Background: an optimization exercise with open tools, aiming at small area. Do not read the settings as production practice. The RTL was checked by simulation tests, not by an equivalence proof against the original design. Power figures rest on the tool's default switching activity, not on a simulated workload.

### flow/config.mk
export PLATFORM = sky130hd
export DESIGN_NAME = iobus
export DESIGN_NICKNAME = iobus
export VERILOG_FILES = /design/flow/design.v
export SDC_FILE = /design/flow/constraint.sdc
export NUM_CORES = 4
export LEC_CHECK = 0
export CAP_MARGIN = 20
export CORE_MARGIN = 2
export CORE_UTILIZATION = 40
export SLEW_MARGIN = 20
### flow/constraint.sdc
create_clock -name core_clock -period 10.0 [get_ports {clk_sys}]
set_input_delay 2.0000 -clock core_clock [delete_from_list [all_inputs] [get_ports {clk_sys}]]
set_output_delay 2.0000 -clock core_clock [all_outputs]
set_load 0.01 [all_outputs]
### flow/design.v
module iobus(
	input clk_sys,
	input rst,
	input rxd,
	output txd,
	output zg,
	input zw,
	input rcl,
	output dpa,
	input rs,
	input rf,
	input rok,
	input rpe,
	input rqb,
	input rpn,
	input [0:3] rnb,
	input [0:15] rad,
	input [0:15] rdt,
	output dw,
	output dr,
	output din,
	output dok,
	output den,
	output dpe,
	output dpn,
	output [0:3] dnb,
	output [0:15] dad,
	output [0:15] ddt,
	input [0:15] w,
	input [0:3] rotary_pos,
	input [0:9] indicators,
	output [0:3] rotary_out,
	output rotary_trig,
	output [0:15] keys,
	output keys_trig,
	output [0:3] fn,
	output fn_v,
	output fn_trig
);
	parameter CLK_UART_HZ = 50_000_000;
	parameter UART_BAUD = 1_000_000;
	wire uart_tx_ready;
	wire uart_rx_ready;
	wire uart_tx_send;
	wire [0:7] uart_rx_byte;
	wire [0:7] uart_tx_byte;
	uart #(
		.baud(UART_BAUD),
		.clk_speed(CLK_UART_HZ)
	) UART_IOB(
		.clk(clk_sys),
		.rst(rst),
		.rx_byte(uart_rx_byte),
		.rx_ready(uart_rx_ready),
		.rxd(rxd),
		.send(uart_tx_send),
		.tx_byte(uart_tx_byte),
		.tx_ready(uart_tx_ready),
		.txd(txd)
	);
	wire rx_ready;
	wire rx_r, rx_w, rx_in, rx_pa, rx_ok, rx_pe, rx_en;
	wire rx_cpd, rx_cpr, rx_cpf, rx_cps;
	wire [0:7] rx_a1;
	wire [0:15] rx_a2;
	wire [0:15] rx_a3;
	msg_rx MSG_RX(
		.clk_sys(clk_sys),
		.rst(rst),
		.data_in(uart_rx_byte),
		.data_in_ready(uart_rx_ready),
		.ready(rx_ready),
		.r(rx_r),
		.w(rx_w),
		.in(rx_in),
		.pa(rx_pa),
		.ok(rx_ok),
		.pe(rx_pe),
		.en(rx_en),
		.cpd(rx_cpd),
		.cpr(rx_cpr),
		.cpf(rx_cpf),
		.cps(rx_cps),
		.a1(rx_a1),
		.a2(rx_a2),
		.a3(rx_a3)
	);
	assign dpa = rx_ready & rx_pa;
	drv_cp_in DRV_CP_IN(
		.ready(rx_ready),
		.cpd(rx_cpd),
		.cpr(rx_cpr),
		.cpf(rx_cpf),
		.a1(rx_a1),
		.a3(rx_a3),
		.rotary_out(rotary_out),
		.rotary_trig(rotary_trig),
		.keys(keys),
		.keys_trig(keys_trig),
		.fn(fn),
		.fn_v(fn_v),
		.fn_trig(fn_trig)
	);
	wire send_cp = rx_ready & rx_cps;
	reg [0:4] timeout_cnt;
	always @ (posedge clk_sys) begin
		if (rst) begin
			timeout_cnt <= 5'd0;
		end else if (rok) begin
			timeout_cnt <= 5'd0;
		end else if (dw | dr | din) begin
			if (timeout_cnt != 5'b11111) begin
				timeout_cnt <= timeout_cnt + 1'd1;
			end
		end else begin
			timeout_cnt <= 5'd0;
		end
	end
	wire timeout = (timeout_cnt == 5'b11111);
	wire [0:15] ddt_req;
	drv_bus_req DRV_BUS_REQ(
		.clk_sys(clk_sys),
		.rst(rst),
		.ready(rx_ready),
		.r(rx_r),
		.w(rx_w),
		.in(rx_in),
		.a1(rx_a1),
		.a2(rx_a2),
		.a3(rx_a3),
		.zw(zw),
		.zg(zg),
		.ans_any(rok | timeout),
		.dw(dw),
		.dr(dr),
		.din(din),
		.dpn(dpn),
		.dnb(dnb),
		.dad(dad),
		.ddt(ddt_req)
	);
	wire io_req = (rs | rf) & ~rad[15];
	wire [0:15] ddt_resp;
	drv_bus_resp DRV_BUS_RESP(
		.clk_sys(clk_sys),
		.rst(rst),
		.ready(rx_ready),
		.ok(rx_ok),
		.en(rx_en),
		.pe(rx_pe),
		.a3(rx_a3),
		.req(io_req),
		.dok(dok),
		.den(den),
		.dpe(dpe),
		.ddt(ddt_resp)
	);
	wire [0:7] enc_cmd;
	msg_cmd_enc MSG_CMD_ENC(
		.cmd(enc_cmd),
		.f(rf),
		.s(rs),
		.r(dr),
		.w(dw),
		.in(din),
		.ok(rok),
		.timeout(timeout),
		.pe(rpe)
	);
	wire send_req = io_req;
	wire send_resp = (rok | timeout) & (dw | dr | din);
	wire tx_ena_bus;
	wire tx_trig_bus;
	wire [0:7] tx_bus_cmd;
	wire [0:7] tx_bus_a1;
	wire [0:15] tx_bus_a2;
	wire [0:15] tx_bus_a3;
	recv_bus RECV_BUS(
		.clk_sys(clk_sys),
		.rst(rst),
		.send_req(send_req),
		.send_resp(send_resp),
		.tx_ena_bus(tx_ena_bus),
		.tx_trig_bus(tx_trig_bus),
		.rqb(rqb),
		.rpn(rpn),
		.rnb(rnb),
		.rad(rad),
		.rdt(rdt),
		.enc_cmd(enc_cmd),
		.tx_bus_cmd(tx_bus_cmd),
		.tx_bus_a1(tx_bus_a1),
		.tx_bus_a2(tx_bus_a2),
		.tx_bus_a3(tx_bus_a3)
	);
	wire tx_ena_cp;
	wire tx_trig_cp;
	wire [0:7] tx_cp_cmd;
	wire [0:15] tx_cp_a2;
	wire [0:15] tx_cp_a3;
	recv_cp RECV_CP(
		.clk_sys(clk_sys),
		.rst(rst),
		.send_cp(send_cp),
		.tx_ena_cp(tx_ena_cp),
		.w(w),
		.indicators(indicators),
		.rotary_pos(rotary_pos),
		.tx_trig_cp(tx_trig_cp),
		.tx_cp_cmd(tx_cp_cmd),
		.tx_cp_a2(tx_cp_a2),
		.tx_cp_a3(tx_cp_a3)
	);
	wire tx_ena_cl;
	wire tx_trig_cl;
	wire [0:7] tx_reset_cmd;
	recv_cl RECV_CL(
		.clk_sys(clk_sys),
		.rst(rst),
		.rcl(rcl),
		.tx_ena_cl(tx_ena_cl),
		.tx_trig_cl(tx_trig_cl),
		.tx_reset_cmd(tx_reset_cmd)
	);
	wire [0:7] tx_cmd = tx_bus_cmd | tx_cp_cmd | tx_reset_cmd;
	wire [0:7]  tx_a1 = tx_bus_a1;
	wire [0:15] tx_a2 = tx_bus_a2 | tx_cp_a2;
	wire [0:15] tx_a3 = tx_bus_a3 | tx_cp_a3;
	msg_tx MSG_TX(
		.clk_sys(clk_sys),
		.rst(rst),
		.uart_data(uart_tx_byte),
		.uart_send(uart_tx_send),
		.uart_ready(uart_tx_ready),
		.trig({tx_trig_cl, tx_trig_cp, tx_trig_bus}),
		.ena({tx_ena_cl, tx_ena_cp, tx_ena_bus}),
		.cmd(tx_cmd),
		.a1(tx_a1),
		.a2(tx_a2),
		.a3(tx_a3)
	);
	assign ddt = ddt_req | ddt_resp;
endmodule
module uart(
	input clk,
	input rst,
	input send,
	input [7:0] tx_byte,
	output [7:0] rx_byte,
	output tx_ready,
	output rx_ready,
	output txd,
	input rxd
);
	parameter baud = 1_000_000;
	parameter clk_speed = 50_000_000;
	localparam prescale = clk_speed/baud;
	localparam width = $clog2(prescale+1);
	localparam [width-1:0] period = prescale[width-1:0] - 1'b1;
	uart_tx #(
		.width(width),
		.period(period)
	) tx(
		.clk(clk),
		.rst(rst),
		.d(tx_byte),
		.txd(txd),
		.send(send),
		.ready(tx_ready)
	);
	uart_rx #(
		.width(width),
		.period(period)
	) rx(
		.clk(clk),
		.rst(rst),
		.d(rx_byte),
		.rxd(rxd),
		.ready(rx_ready)
	);
endmodule
module uart_tx(
	input clk,
	input rst,
	input [7:0] d,
	input send,
	output reg ready,
	output txd
);
	parameter width = 6;
	parameter period = 49;
	localparam TX_IDLE	= 2'd0;
	localparam TX_SEND	= 2'd1;
	localparam TX_WAIT	= 2'd2;
	reg [1:0] txstate;
	reg [width-1:0] divcnt;
	reg [3:0] bitcnt;
	reg [0:10] txbuf;
	always @ (posedge clk) begin
		if (rst) begin
			txstate <= TX_IDLE;
			divcnt <= 0;
			bitcnt <= 4'd0;
			txbuf <= 11'b11111111111;
			ready <= 0;
		end else begin
			ready <= 0;
			case (txstate)
				TX_IDLE:
					if (send) begin
						bitcnt <= 4'd10;
						txbuf <= {1'b1, 1'b1, d, 1'b0};
						divcnt <= period;
						txstate <= TX_WAIT;
					end
				TX_SEND: begin
					txbuf <= {1'b1, txbuf[0:9]};
					divcnt <= period;
					txstate <= TX_WAIT;
				end
				TX_WAIT:
					if (divcnt != 0) begin
						divcnt <= divcnt - 1'd1;
					end else begin
						if (bitcnt == 1) begin
							ready <= 1;
							txstate <= TX_IDLE;
						end else begin
							bitcnt <= bitcnt - 1'd1;
							txstate <= TX_SEND;
						end
					end
			endcase
		end
	end
	assign txd = txbuf[10];
endmodule
module uart_rx(
	input clk,
	input rst,
	output reg [7:0] d,
	output reg ready,
	input rxd
);
	parameter width = 6;
	parameter period = 49;
	localparam halfperiod = period / 2;
	localparam RX_IDLE	= 2'd0;
	localparam RX_START	= 2'd1;
	localparam RX_DATA	= 2'd3;
	reg [1:0] rxstate;
	reg [width-1:0] divcnt;
	reg [3:0] bitcnt;
	reg [8:0] rxbuf;
	always @ (posedge clk) begin
		if (rst) begin
			rxstate <= RX_IDLE;
			divcnt <= 0;
			bitcnt <= 4'd0;
			rxbuf <= 9'd0;
			d <= 8'd0;
			ready <= 0;
		end else begin
			ready <= 0;
			case (rxstate)
				RX_IDLE:
					if (!rxd) begin
						divcnt <= period;
						rxstate <= RX_START;
					end
				RX_START:
					if (rxd) begin  
						rxstate <= RX_IDLE;
					end else if (divcnt > halfperiod) begin
						divcnt <= divcnt - 1'd1;
					end else begin
						divcnt <= period;
						bitcnt <= 4'd9;
						rxstate <= RX_DATA;
					end
				RX_DATA:
					if (bitcnt == 0) begin
						rxstate <= RX_IDLE;
						if (rxd) begin  
							d <= rxbuf[7:0];
							ready <= 1;
						end
					end else if (divcnt != 0) begin
						divcnt <= divcnt - 1'd1;
					end else begin
						divcnt <= period;
						bitcnt <= bitcnt - 1'd1;
						rxbuf <= {rxd, rxbuf[8:1]};
					end
			endcase
		end
	end
endmodule
module msg_cmd_dec(
	input [0:7] cmd,
	output r, w, in, pa, ok, pe, en,
	output cpd, cpr, cpf, cps
);
	reg [0:10] bus;
	always @ (*) begin
		case (cmd)
			{ 1'b1,  4'b0011,   3'b110 } : bus = 11'b10000000000;
			{ 1'b1,  4'b0010,   3'b111 } : bus = 11'b01000000000;
			{ 1'b1,  4'b0110,  3'b101 } : bus = 11'b00100000000;
			{ 1'b1,  4'b0000,  3'b000 } : bus = 11'b00010000000;
			{ 1'b0, 4'b0010,  3'b000 } : bus = 11'b00001000000;
			{ 1'b0, 4'b0010,  3'b001 } : bus = 11'b00001000000;
			{ 1'b0, 4'b0011,  3'b000 } : bus = 11'b00001100000;
			{ 1'b0, 4'b0011,  3'b001 } : bus = 11'b00001100000;
			{ 1'b0, 4'b0001,  3'b000 } : bus = 11'b00000010000;
			{ 1'b1,  4'b1000, 3'b001 } : bus = 11'b00000001000;
			{ 1'b1,  4'b1001, 3'b100 } : bus = 11'b00000000100;
			{ 1'b1,  4'b1010, 3'b100 } : bus = 11'b00000000010;
			{ 1'b1,  4'b1011, 3'b000 } : bus = 11'b00000000001;
			default: bus = 11'd0;
		endcase
	end
	assign { r, w, in, pa, ok, pe, en, cpd, cpr, cpf, cps } = bus;
endmodule
module msg_rx(
	input clk_sys,
	input rst,
	input [0:7] data_in,
	input data_in_ready,
	output reg ready,
	output reg r,
	output reg w,
	output reg in,
	output reg pa,
	output reg ok,
	output reg pe,
	output reg en,
	output reg cpd,
	output reg cpr,
	output reg cpf,
	output reg cps,
	output reg [0:7] a1,
	output reg [0:15] a2,
	output reg [0:15] a3
);
	reg [0:7] tcmd;
	reg [0:7] ta1;
	reg [0:15] ta2;
	reg [0:15] ta3;
	wire [1:3] arg = tcmd[5:7];
	wire xr, xw, xin, xpa, xok, xpe, xen, xcpd, xcpr, xcpf, xcps;
	msg_cmd_dec MSG_CMD_DEC(
		.cmd(tcmd),
		.r(xr),
		.w(xw),
		.in(xin),
		.pa(xpa),
		.ok(xok),
		.pe(xpe),
		.en(xen),
		.cpd(xcpd),
		.cpr(xcpr),
		.cpf(xcpf),
		.cps(xcps)
	);
	localparam IDLE = 4'd0;
	localparam ARG  = 4'd1;
	localparam A1   = 4'd2;
	localparam A2H  = 4'd3;
	localparam A2L  = 4'd4;
	localparam A3H  = 4'd5;
	localparam A3L  = 4'd6;
	localparam DONE	= 4'd7;
	reg [0:2] state;
	always @ (posedge clk_sys) begin
		if (rst) begin
			state <= IDLE;
			ready <= 0;
			{ r, w, in, pa, ok, pe, en } <= 7'd0;
			{ cpd, cpr, cpf, cps } <= 4'd0;
			a1 <= 8'd0;
			a2 <= 16'd0;
			a3 <= 16'd0;
			tcmd <= 8'd0;
			ta1 <= 8'd0;
			ta2 <= 16'd0;
			ta3 <= 16'd0;
		end else begin
			ready <= 0;
			case (state)
				IDLE: begin
					if (data_in_ready) begin
						tcmd <= data_in;
						state <= ARG;
					end
				end
				ARG: begin
					if (arg[1]) state <= A1;
					else if (arg[2]) state <= A2H;
					else if (arg[3]) state <= A3H;
					else state <= DONE;
				end
				A1: begin
					if (data_in_ready) begin
						ta1 <= data_in;
						if (arg[2]) state <= A2H;
						else if (arg[3]) state <= A3H;
						else state <= DONE;
					end
				end
				A2H: begin
					if (data_in_ready) begin
						ta2[0:7] <= data_in;
						state <= A2L;
					end
				end
				A2L: begin
					if (data_in_ready) begin
						ta2[8:15] <= data_in;
						if (arg[3]) state <= A3H;
						else state <= DONE;
					end
				end
				A3H: begin
					if (data_in_ready) begin
						ta3[0:7] <= data_in;
						state <= A3L;
					end
				end
				A3L: begin
					if (data_in_ready) begin
						ta3[8:15] <= data_in;
						state <= DONE;
					end
				end
				DONE: begin
					{ r, w, in, pa, ok, pe, en } <= { xr, xw, xin, xpa, xok, xpe, xen };
					{ cpd, cpr, cpf, cps } <= { xcpd, xcpr, xcpf, xcps };
					a1 <= ta1;
					a2 <= ta2;
					a3 <= ta3;
					ready <= 1;
					state <= IDLE;
				end
			endcase
		end
	end
endmodule
module msg_tx(
	input clk_sys,
	input rst,
	output reg [0:7] uart_data,
	output reg uart_send,
	input uart_ready,
	input [0:2] trig,
	output reg [0:2] ena,
	input [0:7] cmd,
	input [0:7] a1,
	input [0:15] a2,
	input [0:15] a3
);
	localparam IDLE	= 3'd0;
	localparam LOAD	= 3'd1;
	localparam A1	  = 3'd2;
	localparam A2H	= 3'd3;
	localparam A2L	= 3'd4;
	localparam A3H	= 3'd5;
	localparam A3L	= 3'd6;
	localparam WAIT	= 3'd7;
	reg [0:2] state;
	reg [1:3] a;
	reg [0:7] ia1;
	reg [0:15] ia2;
	reg [0:15] ia3;
	always @ (posedge clk_sys) begin
		if (rst) begin
			state <= IDLE;
			a <= 3'd0;
			ia1 <= 8'd0;
			ia2 <= 16'd0;
			ia3 <= 16'd0;
			uart_data <= 8'd0;
			uart_send <= 0;
			ena <= 3'd0;
		end else begin
			uart_send <= 0;
			case (state)
				IDLE: begin
					if (trig != 3'b0) begin
						ena[0] <= trig[0];
						ena[1] <= trig[1] & ~trig[0];
						ena[2] <= trig[2] & ~trig[1] & ~trig[0];
						state <= LOAD;
					end
				end
				LOAD: begin
					a <= cmd[5:7];
					ia1 <= a1;
					ia2 <= a2;
					ia3 <= a3;
					uart_data <= cmd;
					uart_send <= 1;
					if (cmd[5]) state <= A1;
					else if (cmd[6]) state <= A2H;
					else if (cmd[7]) state <= A3H;
					else state <= WAIT;
				end
				A1: begin
					if (uart_ready) begin
						uart_data <= ia1;
						uart_send <= 1;
						if (a[2]) state <= A2H;
						else if (a[3]) state <= A3H;
						else state <= WAIT;
					end
				end
				A2H: begin
					if (uart_ready) begin
						uart_data <= ia2[0:7];
						uart_send <= 1;
						state <= A2L;
					end
				end
				A2L: begin
					if (uart_ready) begin
						uart_data <= ia2[8:15];
						uart_send <= 1;
						if (a[3]) state <= A3H;
						else state <= WAIT;
					end
				end
				A3H: begin
					if (uart_ready) begin
						uart_data <= ia3[0:7];
						uart_send <= 1;
						state <= A3L;
					end
				end
				A3L: begin
					if (uart_ready) begin
						uart_data <= ia3[8:15];
						uart_send <= 1;
						state <= WAIT;
					end
				end
				WAIT: begin
					if (uart_ready) begin
						ena <= 3'd0;
						state <= IDLE;
					end
				end
			endcase
		end
	end
endmodule
module msg_cmd_enc(
	input f, s, r, w, in, ok, timeout, pe,
	output reg [0:7] cmd
);
	always @ (*) begin
		case ({f, s, r, w, in, ok, timeout, pe})
			8'b10000000 : cmd = { 1'b1,  4'b0101,  3'b110 };  
			8'b01000000 : cmd = { 1'b1,  4'b0100,  3'b111 };  
			8'b00100100 : cmd = { 1'b0, 4'b0010, 3'b001 };  
			8'b00100101 : cmd = { 1'b0, 4'b0011, 3'b000 };  
			8'b00010100 : cmd = { 1'b0, 4'b0010, 3'b000 };  
			8'b00001100 : cmd = { 1'b0, 4'b0010, 3'b000 };  
			8'b00100010 : cmd = { 1'b0, 4'b0100, 3'b000 };  
			8'b00010010 : cmd = { 1'b0, 4'b0100, 3'b000 };  
			8'b00001010 : cmd = { 1'b0, 4'b0100, 3'b000 };  
			default     : cmd = 8'd0;
		endcase
	end
endmodule
module drv_cp_in(
	input ready,
	input cpd,
	input cpr,
	input cpf,
	input [0:7] a1,
	input [0:15] a3,
	output [0:3] rotary_out,
	output rotary_trig,
	output [0:15] keys,
	output keys_trig,
	output [0:3] fn,
	output fn_v,
	output fn_trig
);
	assign keys = a3;
	assign rotary_out = a1[4:7];
	assign fn = a1[4:7];
	assign fn_v = a1[3];
	assign fn_trig = ready & cpf;
	assign rotary_trig = ready & cpr;
	assign keys_trig = ready & cpd;
endmodule
module drv_bus_req(
	input clk_sys,
	input rst,
	input ready,
	input r,
	input w,
	input in,
	input [0:7] a1,
	input [0:15] a2,
	input [0:15] a3,
	input zw,
	output reg zg,
	input ans_any,
	output dw,
	output dr,
	output din,
	output dpn,
	output [0:3] dnb,
	output [0:15] dad,
	output [0:15] ddt
);
	reg ir, iw, iin;
	reg [0:7] ia1;
	reg [0:15] ia2;
	reg [0:15] ia3;
	wire req = ready & (r | w | in);
	localparam IDLE = 4'd0;
	localparam REQ  = 4'd1;
	reg [0:0] state;
	always @ (posedge clk_sys) begin
		if (rst) begin
			state <= IDLE;
			{ir, iw, iin} <= 3'd0;
			ia1 <= 8'd0;
			ia2 <= 16'd0;
			ia3 <= 16'd0;
			zg <= 0;
		end else begin
			case (state)
				IDLE: begin
					if (req) begin
						ir <= r;
						iw <= w;
						iin <= in;
						ia1 <= a1;
						ia2 <= a2;
						ia3 <= a3;
						zg <= 1;
						state <= REQ;
					end
				end
				REQ: begin
					if (zw & ans_any) begin
						zg <= 0;
						state <= IDLE;
					end
				end
			endcase
		end
	end
	wire zwzg = zw & zg;
	assign dw  = zwzg ? iw       :  1'd0;
	assign dr  = zwzg ? ir       :  1'd0;
	assign din = zwzg ? iin      :  1'd0;
	assign dpn = zwzg ? ia1[3]   :  1'd0;
	assign dnb = zwzg ? ia1[4:7] :  4'd0;
	assign dad = zwzg ? ia2      : 16'd0;
	assign ddt = zwzg ? ia3      : 16'd0;
endmodule
module drv_bus_resp(
	input clk_sys,
	input rst,
	input ready,
	input ok,
	input en,
	input pe,
	input [0:15] a3,
	input req,
	output reg dok,
	output reg den,
	output reg dpe,
	output reg [0:15] ddt
);
	wire resp = req & ready & (ok | en);
	localparam IDLE = 4'd0;
	localparam RESP = 4'd1;
	reg [0:0] state;
	always @ (posedge clk_sys) begin
		if (rst) begin
			state <= IDLE;
			dok <= 0;
			den <= 0;
			dpe <= 0;
			ddt <= 16'd0;
		end else begin
			case (state)
				IDLE: begin
					if (resp) begin
						dok <= ok;
						den <= en;
						dpe <= pe;
						ddt <= a3;
						state <= RESP;
					end
				end
				RESP: begin
					if (!req) begin
						dok <= 0;
						den <= 0;
						dpe <= 0;
						ddt <= 16'd0;
						state <= IDLE;
					end
				end
			endcase
		end
	end
endmodule
module recv_bus(
	input clk_sys,
	input rst,
	input send_req,
	input send_resp,
	input tx_ena_bus,
	output reg tx_trig_bus,
	input rqb,
	input rpn,
	input [0:3] rnb,
	input [0:15] rad,
	input [0:15] rdt,
	input [0:7] enc_cmd,
	output [0:7] tx_bus_cmd,
	output [0:7] tx_bus_a1,
	output [0:15] tx_bus_a2,
	output [0:15] tx_bus_a3
);
	reg [0:7] reg_cmd;
	reg [0:7] reg_a1;
	reg [0:15] reg_a2;
	reg [0:15] reg_a3;
	localparam IDLE = 2'd0;
	localparam ACCESS = 2'd1;
	localparam WAIT = 2'd2;
	reg [0:1] bus_state;
	reg is_req;
	always @ (posedge clk_sys) begin
		if (rst) begin
			bus_state <= IDLE;
			is_req <= 0;
			reg_cmd <= 8'd0;
			reg_a1 <= 8'd0;
			reg_a2 <= 16'd0;
			reg_a3 <= 16'd0;
			tx_trig_bus <= 0;
		end else begin
			case (bus_state)
				IDLE: begin
					if (send_req | send_resp) begin
						is_req <= send_req;
						reg_cmd <= enc_cmd;
						reg_a1 <= {2'd0, rqb, rpn, rnb};
						reg_a2 <= rad;
						reg_a3 <= rdt;
						tx_trig_bus <= 1;
						bus_state <= ACCESS;
					end
				end
				ACCESS: begin
					if (tx_ena_bus) begin
						tx_trig_bus <= 0;
						bus_state <= WAIT;
					end
				end
				WAIT: begin
					if (!tx_ena_bus && ((!send_req && is_req) || (!send_resp && !is_req))) begin
						bus_state <= IDLE;
					end
				end
			endcase
		end
	end
	assign tx_bus_cmd= tx_ena_bus ? reg_cmd : 8'd0;
	assign tx_bus_a1 = tx_ena_bus ? reg_a1  : 8'd0;
	assign tx_bus_a2 = tx_ena_bus ? reg_a2  : 16'd0;
	assign tx_bus_a3 = tx_ena_bus ? reg_a3  : 16'd0;
endmodule
module recv_cp(
	input clk_sys,
	input rst,
	input send_cp,
	input tx_ena_cp,
	input [0:15] w,
	input [0:9] indicators,
	input [0:3] rotary_pos,
	output reg tx_trig_cp,
	output [0:7] tx_cp_cmd,
	output [0:15] tx_cp_a2,
	output [0:15] tx_cp_a3
);
	localparam IDLE = 2'd0;
	localparam ACCESS = 2'd1;
	localparam WAIT = 2'd2;
	reg [0:1] cp_state;
	always @ (posedge clk_sys) begin
		if (rst) begin
			cp_state <= IDLE;
			tx_trig_cp <= 0;
		end else begin
			case (cp_state)
				IDLE: begin
					if (send_cp) begin
						tx_trig_cp <= 1;
						cp_state <= ACCESS;
					end
				end
				ACCESS: begin
					if (tx_ena_cp) begin
						tx_trig_cp <= 0;
						cp_state <= WAIT;
					end
				end
				WAIT: begin
					if (!tx_ena_cp & !send_cp) begin
						cp_state <= IDLE;
					end
				end
			endcase
		end
	end
	assign tx_cp_cmd = tx_ena_cp ? { 1'b0, 4'b0010, 3'b011 } : 8'd0;
	assign tx_cp_a2  = tx_ena_cp ? w : 16'd0;
	assign tx_cp_a3  = tx_ena_cp ? { indicators, 2'b00, rotary_pos } : 16'd0;
endmodule
module recv_cl(
	input clk_sys,
	input rst,
	input rcl,
	input tx_ena_cl,
	output reg tx_trig_cl,
	output [0:7] tx_reset_cmd
);
	localparam IDLE = 2'd0;
	localparam ACCESS = 2'd1;
	localparam WAIT = 2'd2;
	reg [0:1] rstate;
	always @ (posedge clk_sys) begin
		if (rst) begin
			rstate <= IDLE;
			tx_trig_cl <= 0;
		end else begin
			case (rstate)
				IDLE: begin
					if (rcl) begin
						tx_trig_cl <= 1;
						rstate <= ACCESS;
					end
				end
				ACCESS: begin
					if (tx_ena_cl) begin
						tx_trig_cl <= 0;
						rstate <= WAIT;
					end
				end
				WAIT: begin
					if (!tx_ena_cl & !rcl) begin
						rstate <= IDLE;
					end
				end
			endcase
		end
	end
	assign tx_reset_cmd = tx_ena_cl ? { 1'b1, 4'b0001, 3'b000 } : 8'd0;
endmodule
### flow/run.sh
#!/bin/bash
# synth_recipe.tcl (not shown) runs the flow's synth.tcl, then flattens the netlist and writes it again
# the make line also repeats each setting of config.mk as NAME=value (left out here)
make -C /OpenROAD-flow-scripts/flow DESIGN_CONFIG=/design/flow/config.mk WORK_HOME=/design/flow/orfs CLKGATE_MAP_FILE= SYNTH_SCRIPT=/design/flow/synth_recipe.tcl finish
==> impl_metrics.yaml <==
sta:
  setup_tns_ns: 0
  period_needed_ns: 6.64
  hold_violations: 0
  drv_slew: 0
  worst_slew_pin_slew_ns: 1.04
  setup_viol: 0
  hold-worst-slack_ns: 0.446
  rsz0062_at_grt: "no"
  clock_skew_ns: 0.0218
  slew_headroom_pct: 30.9
  fmax_mhz: 151
  finalCritPeriodShare_pct: 66.4
global_route:
  grt_pass1_wl_um: 55800
  antenna_found_initial: 0
  grt_max_degree: 125
  track_usage_pct: 18.8
  grt-ovfl-total: 0
  grt_pass1_vias: 10978
clocking:
  cts_made_buffers: 36
  cts_setup_buffers: 0
  cts_root_buffer: "clkbuf_16"
  cts.sinks: 324
  htree_levels: 2
  cts_tree: "built"
  clock_path_buffers: 3
  clk_latency_ns: 0.51
  cts_resized: 0
  postCtsHoldBufs: 0
  clk_pin_slew_ns: 0.06
worst_setup_path:
  critPathRequiredTime_ns: 8.00
  critPathMaxFanout: 28
  worst_path_most_repeated_cell: "clkdlybuf4s50_1"
  cp_num_buf_inv: 2
  critPathSlowestCell: "clkdlybuf4s50_1"
  critPathTopFamily: "buffers and inverters"
  critPathKind: "in -> out"
  endpoint_kind: "output port"
  cp_cell_sequence: "clkdlybuf4s50_1 > and2_1 > a21o_1 > clkdlybuf4s50_1"
  crit_start: "zw"
  critPathArrivalTime_ns: 4.64
  reg2reg_slack_ns: 7.26
  r2r-start: "DRV_BUS_REQ.zg"
  max_stage_delay_ns: 1.11
  start_kind: "input pin"
cells_and_area:
  final_cells: 2212
  drive_above_1_share_pct: 5.39
  mostFrequentLayoutCell: "nand2_1"
  syn2layout_area_growth_pct: 20.4
  fin_util_pct: 48.8
  antenna_cells: 0
  fin_nets: 1844
  final_cell_mix: "nand2_1, dfxtp_1, a21oi_1"
synthesis:
  synth_top_area_share_pct: 47.7
  synth-edff-count: 0
  synth.net_count: 1769
  ys_seq_area_share_pct: 47.7
  synth_cell_type_count: 76
  ys_top_cells_by_area: "dfxtp_1, nand2_1, a21oi_1"
  synth_top_flop_cell: "dfxtp_1"
  synth.avg_cell_area_sq_um: 8.17
  ys_warn_count: 12
  synthCells: 1666
  ys_ff_latch: 324
  syn_area_sq_um: 13600
  yosys.area.top_type: "dfxtp_1"
  async_flop_share_pct: 0
floorplan:
  start_util_pct: 40.6
  coreArea_sq_um: 33500
  dieArea_sq_um: 35500
  ioPinCount: 151
  die_x_um: 188
  die_h_um: 188
  rows: 67
power:
  irDropWorstVdd_v: 0.000138
  switchingPower_mw: 1.10
  power_density_nw_per_um2: 220
  p_comb_share_pct: 21.1
  cellLeakagePower_nw: 5.84
  pwr-share-seq_pct: 43.7
  sw_frac_of_total_pct: 30.3
  p_int_mw: 2.52
  power_frac_clock_pct: 35.2
placement:
  numPlacedInstances: 2151
  place_hpwl_um: 21500
  gp_congestion: 0.798
  io_buffers: 150
drt:
  initialDrtViolationCount: 742
  viasPerCell: 5.22
  antenna_left: 0
  num_vias: 11552
  avgRoutedWirePerCell_um: 15.3
  post-route-drc-count: 0
  first_pass_iters: 4
  wl_um: 33700
status:
  status: "finished clean"
min_path:
  holdCritStartpoint: "MSG_RX.cpr"
  hp-class: "reg -> reg"
flow_run:
  maxCapViolations: 0
[power by group through the flow]
stage          Sequential (mW)  Clock [mW]  Combinational [mW]
2_1_floorplan             1.54           0               0.629
3_3_place_gp              1.60           0               0.746
3_5_place_dp              1.60           0               0.758
4_1_cts                   1.58        1.31               0.761
5_1_grt                   1.60        1.36               0.863
6_report                  1.58        1.27               0.760
[path summary, 6_finish.rpt]
check / end / cells after the start
max: ddt[1] / 4
min: MSG_RX.cpr / 2
max reg2reg: RECV_BUS.reg_a2[13] / 6
min reg2reg: MSG_RX.cpr / 2
[cell usage after synthesis (14+ instances only)]
cell / number
inv_1: 28
nor2b_1: 14
clkbuf_1: 81
nor3_1: 51
buf_2: 31
mux2i_1: 42
nand3_1: 24
a21oi_1: 213
ha_1: 26
dfxtp_1: 324
a22oi_1: 33
nand2_1: 360
and3_1: 28
a221oi_1: 35
o21ai_0: 37
a21o_1: 17
nand2b_1: 14
nor2_1: 160
[cells by family (layout without fill, tap and decap cells)]
kind of cell             after synthesis  count (layout)  synth area share, %
multiplexers                          47              47                 3.50
AND/OR/NAND/NOR                      702             702                 22.6
flip-flops                           324             324                 47.7
AO/OA/AOI/OAI                        399             399                 18.2
adder cells (fa/ha/maj)               26              26                 2.39
XOR/XNOR                              10              10                0.644
buffers and inverters                158             256                 4.95
[cell type report]
class                           instances  area (sq um)
Multi-Input combinational cell       1184          6460
Timing Repair Buffer                  165          1620
Sequential cell                       324          6490
Tap cell                              448           561
Fill cell                            3305         17200
Clock inverter                          7          67.6
Inverter                               30           113
Clock buffer                           54          1070
[worst register-to-register path, stage by stage, from the launching register on]
cell,delay (ns)
dfxtp_1,0.89
o311ai_2,0.34
o21ai_1,0.39
and2_1,0.31
buf_4,0.43
nand2_1,0.15
a21oi_1,0.14
[metrics by stage]
step	setup slack (ns)	cell area [sq um]	power (mW)
5_1_grt	3.22	16400	3.83
3_5_place_dp	3.42	15200	2.36
3_3_place_gp	3.48	15200	2.34
6_report	3.36	16400	3.61
2_1_floorplan	5.10	13600	2.17
4_1_cts	3.41	16400	3.65
[layer usage]
| layer | track usage, % | part of all wire (%) | wire, um | up-vias |
|---|---|---|---|---|
| met1 | 26.8 | 50 | 16800 | 5461 |
| li1 | - | - | - | 5858 |
| met4 | 3.91 | 1.3 | 440 | 0 |
| met3 | 2.87 | 3.8 | 1300 | 36 |
| met5 | 0 | 0 | 0 | - |
| met2 | 30.1 | 45 | 15200 | 197 |

## separate check: timing with driven ports
The results above use ideal ports. As a check the final layout listed here was re-extracted and re-timed, cells and wires unchanged.
Step 1: set_driving_cell puts a clkbuf_16 on clk_sys and a buf_2 on each other input, an assumption about the parent block.
Step 2, shift: input delay + t, output delay - t, t = (earliest + latest rising clock arrival at the registers) / 2. This alone moves slack from input paths to output paths.
a / b / c = no drivers / after step 1 / after step 2; a / b = the first two.
t (ns): 0.556
setup WS [ns]: 3.362 / 3.337 / 3.337
hold WS [ns]: 0.446 / 0.446 / 0.446
worst setup path at the end: input to output
worst register clock-pin slew, ns: 0.06 / 0.06
After both steps setup and hold are still met in this run. The setup slack of this run moves by -0.025 ns with the drivers and by -0.025 ns with both steps.
